What follows belongs to an exercise in optimizing a design on an open flow for small area and a short achievable clock period; a production flow would make more cautious choices. Function was checked by simulation only, so behaviour that the tests miss may differ from the original.

## advanced_hybrid_controller_fixed
module advanced_hybrid_controller_fixed (
    input wire clk,
    input wire rst_n,
    input wire start,
    output wire done,
    output reg tile_start,
    input wire tile_done,
    output reg imc_mode,
    output wire simultaneous_rows,
    output wire [63:0] row_mask,
    input wire [15:0] zero_ops_skipped,
    input wire [15:0] total_ops_executed,
    input wire [15:0] imc_energy_savings,
    input wire [7:0] computation_snr,
    output wire dram_cmd_valid,
    output wire [1:0] dram_cmd_type,
    output wire [15:0] dram_cmd_addr,
    output wire [15:0] dram_write_data,
    output wire dram_accumulate_en,
    output wire [3:0] dram_bank_activate,
    output wire dram_simultaneous_access,
    output reg [1:0] precision_mode,
    output wire sparsity_optimize_en,
    output reg adaptive_imc_en,
    output wire [7:0] system_efficiency,
    output reg [15:0] total_energy_saved,
    output reg snr_too_low
);
==> module advanced_hybrid_controller_fixed, before the edit <==
module advanced_hybrid_controller_fixed (
    input wire clk,
    input wire rst_n,
    input wire start,
    output wire done,
    output reg tile_start,
    input wire tile_done,
    output reg imc_mode,
    output wire simultaneous_rows,
    output wire [63:0] row_mask,
    input wire [15:0] zero_ops_skipped,
    input wire [15:0] total_ops_executed,
    input wire [15:0] imc_energy_savings,
    input wire [7:0] computation_snr,
    output wire dram_cmd_valid,
    output wire [1:0] dram_cmd_type,
    output wire [15:0] dram_cmd_addr,
    output wire [15:0] dram_write_data,
    output wire dram_accumulate_en,
    output wire [3:0] dram_bank_activate,
    output wire dram_simultaneous_access,
    output reg [1:0] precision_mode,
    output wire sparsity_optimize_en,
    output reg adaptive_imc_en,
    output wire [7:0] system_efficiency,
    output reg [15:0] total_energy_saved,
    output reg snr_too_low
);
    localparam SNR_THRESHOLD_LOW = 40;
    localparam SNR_THRESHOLD_HIGH = 80;
    localparam [2:0] S_IDLE    = 3'b000,
                     S_LOAD    = 3'b001,
                     S_ANALYZE = 3'b011,
                     S_COMPUTE = 3'b010,
                     S_STORE   = 3'b110,
                     S_ADAPT   = 3'b111,
                     S_DONE0   = 3'b101,    
                     S_DONE    = 3'b100;
    reg [2:0] state;
    reg [3:0] cycle_count;
    reg [15:0] total_skipped;
    reg [15:0] total_executed;
    reg [6:0] average_snr;       
    reg start_prev;
    reg rows_hi, rows_lo;
    reg cmd_type0, acc_en;
    reg [6:0] eff;
    assign done = (state == S_DONE);
    assign simultaneous_rows = rows_hi;
    assign row_mask = {{32{rows_hi}}, {32{rows_lo}}};
    assign dram_cmd_type = {1'b0, cmd_type0};
    assign dram_cmd_addr = 16'd0;
    assign dram_write_data = 16'd0;
    assign dram_accumulate_en = acc_en;
    assign dram_simultaneous_access = acc_en;
    assign dram_cmd_valid = ((state == S_ANALYZE) & ~cmd_type0) | (state == S_ADAPT);
    assign dram_bank_activate = {4{acc_en | state[2] | state[1]}};
    assign sparsity_optimize_en = 1'b1;
    wire in_compute = (state == S_COMPUTE);
    wire [15:0] div_a = in_compute ? zero_ops_skipped : total_skipped;
    wire [15:0] div_b = in_compute ? total_ops_executed : total_executed;
    wire div_nz = (|div_a) | (|div_b);
    wire [16:0] div_d;
    wire [23:0] div_rem;
    wire [2:0] div_qh;
    hic_div_a u_div_a (.a(div_a), .b(div_b), .d(div_d), .rem(div_rem), .qh(div_qh));
    reg [16:0] p_d;
    reg [20:2] p_rem;
    reg [2:0] p_qh;
    reg p_nz;
    always @(posedge clk) begin
        p_d <= div_d;
        p_rem <= div_rem[20:2];
        p_qh <= div_qh;
        p_nz <= div_nz;
    end
    wire [3:0] div_ql;
    hic_div_b u_div_b (.d(p_d), .rem({3'd0, p_rem, 2'b00}), .ql(div_ql));
    wire [6:0] q = {p_qh, div_ql};
    wire show_new = (state == S_STORE) & p_nz;
    assign system_efficiency = {1'b0, show_new ? q : eff};
    wire ratio_gt60 = p_nz & (q > 7'd60);
    wire ratio_gt30 = p_nz & (q > 7'd30);
    function [15:0] radd16;
        input [15:0] x;
        input [15:0] y;
        integer k;
        reg c;
        begin
            c = 1'b0;
            for (k = 0; k < 16; k = k + 1) begin
                radd16[k] = x[k] ^ y[k] ^ c;
                c = (x[k] & y[k]) | (c & (x[k] ^ y[k]));
            end
        end
    endfunction
    function [7:0] radd8;
        input [7:0] x;
        input [7:0] y;
        integer k;
        reg c;
        begin
            c = 1'b0;
            for (k = 0; k < 8; k = k + 1) begin
                radd8[k] = x[k] ^ y[k] ^ c;
                c = (x[k] & y[k]) | (c & (x[k] ^ y[k]));
            end
        end
    endfunction
    wire [7:0] snr_sum = radd8({1'b0, average_snr}, computation_snr);
    always @(posedge clk) begin
        if (state == S_IDLE) begin
            cycle_count <= 0;
            total_skipped <= 0;
            total_executed <= 0;
            average_snr <= 100;
        end
        if (in_compute && tile_done) begin
            total_skipped <= radd16(total_skipped, zero_ops_skipped);
            total_executed <= radd16(total_executed, total_ops_executed);
            if (imc_mode) average_snr <= snr_sum[7:1];
        end
        if (state == S_ADAPT) cycle_count <= cycle_count + 1;
    end
    always @(posedge clk or negedge rst_n) begin
        if (!rst_n) begin
            state <= S_IDLE;
            precision_mode <= 2'b10;
            adaptive_imc_en <= 1;
            total_energy_saved <= 0;
            eff <= 0;
            snr_too_low <= 0;
            start_prev <= 0;
            tile_start <= 0;
            imc_mode <= 0;
            rows_hi <= 0;
            rows_lo <= 0;
            cmd_type0 <= 0;
            acc_en <= 0;
        end else begin
            start_prev <= start;
            if (show_new) eff <= q;
            tile_start <= 0;
            case (state)
                S_IDLE: begin
                    if (start) state <= S_LOAD;
                end
                S_LOAD: begin
                    cmd_type0 <= 0;
                    state <= S_ANALYZE;
                end
                S_ANALYZE: begin
                    if (adaptive_imc_en) begin
                        if (ratio_gt60 && average_snr > SNR_THRESHOLD_LOW) begin
                            imc_mode <= 1;
                            rows_hi <= 1;
                            rows_lo <= 1;
                        end else if (ratio_gt30 && average_snr > SNR_THRESHOLD_HIGH) begin
                            imc_mode <= 1;
                            rows_hi <= 0;
                            rows_lo <= 1;
                        end else begin
                            imc_mode <= 0;
                        end
                    end else begin
                        imc_mode <= 1;
                    end
                    tile_start <= 1;
                    state <= S_COMPUTE;
                end
                S_COMPUTE: begin
                    if (tile_done) begin
                        if (imc_mode) begin
                            total_energy_saved <= radd16(total_energy_saved, imc_energy_savings);
                            snr_too_low <= (computation_snr < SNR_THRESHOLD_LOW);
                        end
                        state <= S_STORE;
                    end
                end
                S_STORE: begin
                    cmd_type0 <= 1;
                    acc_en <= 1;
                    state <= S_ADAPT;
                end
                S_ADAPT: begin
                    if (snr_too_low) begin
                        if (precision_mode != 0)
                            precision_mode <= precision_mode - 1;
                        else
                            adaptive_imc_en <= 0;
                    end
                    if (cycle_count > 10) state <= S_DONE0;
                    else state <= S_ANALYZE;
                end
                S_DONE0, S_DONE: begin
                    if (!start && start_prev) state <= S_IDLE;
                    else state <= S_DONE;
                end
                default: state <= S_IDLE;
            endcase
        end
    end
endmodule
export LEC_CHECK = 0
export ABC_AREA = 1
export CAP_MARGIN = 20
export CORE_MARGIN = 2
export CORE_UTILIZATION = 80
export CTS_BUF_LIST = sky130_fd_sc_hd__clkbuf_8
export SLEW_MARGIN = 20
create_clock -name core_clock -period 130.0 [get_ports {clk}]
standard.sh (not shown) runs the stock make flow with config.mk's settings and CLKGATE_MAP_FILE= SYNTH_SCRIPT=/design/flow/synth_recipe.tcl, a recipe that flattens the netlist after the stock synthesis.
==> flow/flow/run.sh <==
#!/bin/bash
# The standard layout, with three changes:
#  - the port buffers are made from the smallest plain buffer
#    (sky130_fd_sc_hd__buf_1) instead of the delay cell buffer_ports picks on
#    its own; every input and output port still gets its buffer;
#  - the constant outputs share synthesis's single tie cell of each kind
#    instead of getting one tie cell each;
#  - clock tree synthesis adds no dummy loads (the tree is otherwise the
#    standard one: same clustering, clkbuf_8 buffers from config.mk).
set -euo pipefail
export BUFFER_PORTS_ARGS="-buffer_cell sky130_fd_sc_hd__buf_1"
export SKIP_REPAIR_TIE_FANOUT=1
export CTS_ARGS="-sink_clustering_enable -repair_clock_nets -dont_use_dummy_load -buf_list sky130_fd_sc_hd__clkbuf_8"
bash standard.sh > standard_flow.log 2>&1
Next try:
--- a/flow/design.v
+++ b/flow/design.v
@@ -75,11 +75,11 @@
         p_nz <= div_nz;
     end
     wire [3:0] div_ql;
     hic_div_b u_div_b (.d(p_d), .rem({3'd0, p_rem, 2'b00}), .ql(div_ql));
     wire [6:0] q = {p_qh, div_ql};
-    wire show_new = (state == S_STORE) & p_nz;
+    reg show_new;
     assign system_efficiency = {1'b0, show_new ? q : eff};
     wire ratio_gt60 = p_nz & (q > 7'd60);
     wire ratio_gt30 = p_nz & (q > 7'd30);
     function [15:0] radd16;
         input [15:0] x;
@@ -127,20 +127,22 @@
             state <= S_IDLE;
             precision_mode <= 2'b10;
             adaptive_imc_en <= 1;
             total_energy_saved <= 0;
             eff <= 0;
+            show_new <= 0;
             snr_too_low <= 0;
             start_prev <= 0;
             tile_start <= 0;
             imc_mode <= 0;
             rows_hi <= 0;
             rows_lo <= 0;
             cmd_type0 <= 0;
             acc_en <= 0;
         end else begin
             start_prev <= start;
+            show_new <= in_compute & tile_done & div_nz;
             if (show_new) eff <= q;
             tile_start <= 0;
             case (state)
                 S_IDLE: begin
                     if (start) state <= S_LOAD;
The new run produced a clean layout.
Register-to-register slack improved by 0.49 ns.
Cell area came out higher by about 0.8%.
Non-clock buffer count falls by 2.

-- port drivers added, routing unchanged --
The flow's constraints put no driver on any port. The routed layouts listed below were extracted and timed again, unchanged, in two steps.
Step 1: set_driving_cell puts a clkbuf_16 on clk and a buf_2 on each other input, an assumption about the parent block.
Step 2 adds t to the input delays and takes it off the output delays; t is the mean of the earliest and latest rising clock arrival at the registers after step 1. Input paths then give back, and output paths get back, about the clock's delay inside the block.
a / b / c = ideal ports / drivers / drivers and shift; a / b = the first two.
run | t (ns) | setup slack, ns | worst register clock-pin slew, ns | worst data-port slew with drivers (ns) | pins driven straight from the clock port
the first run | 0.476 | 94.893 / 94.849 / 94.680 | 0.08 / 0.08 | 0.04 | 1
the second run | 0.493 | 93.971 / 93.925 / 94.418 | 0.09 / 0.09 | 0.04 | 1
After both steps every run listed still meets setup and hold. For the first run, which loses most, drivers alone change the setup slack by -0.044 ns; drivers and shift together by -0.213 ns.
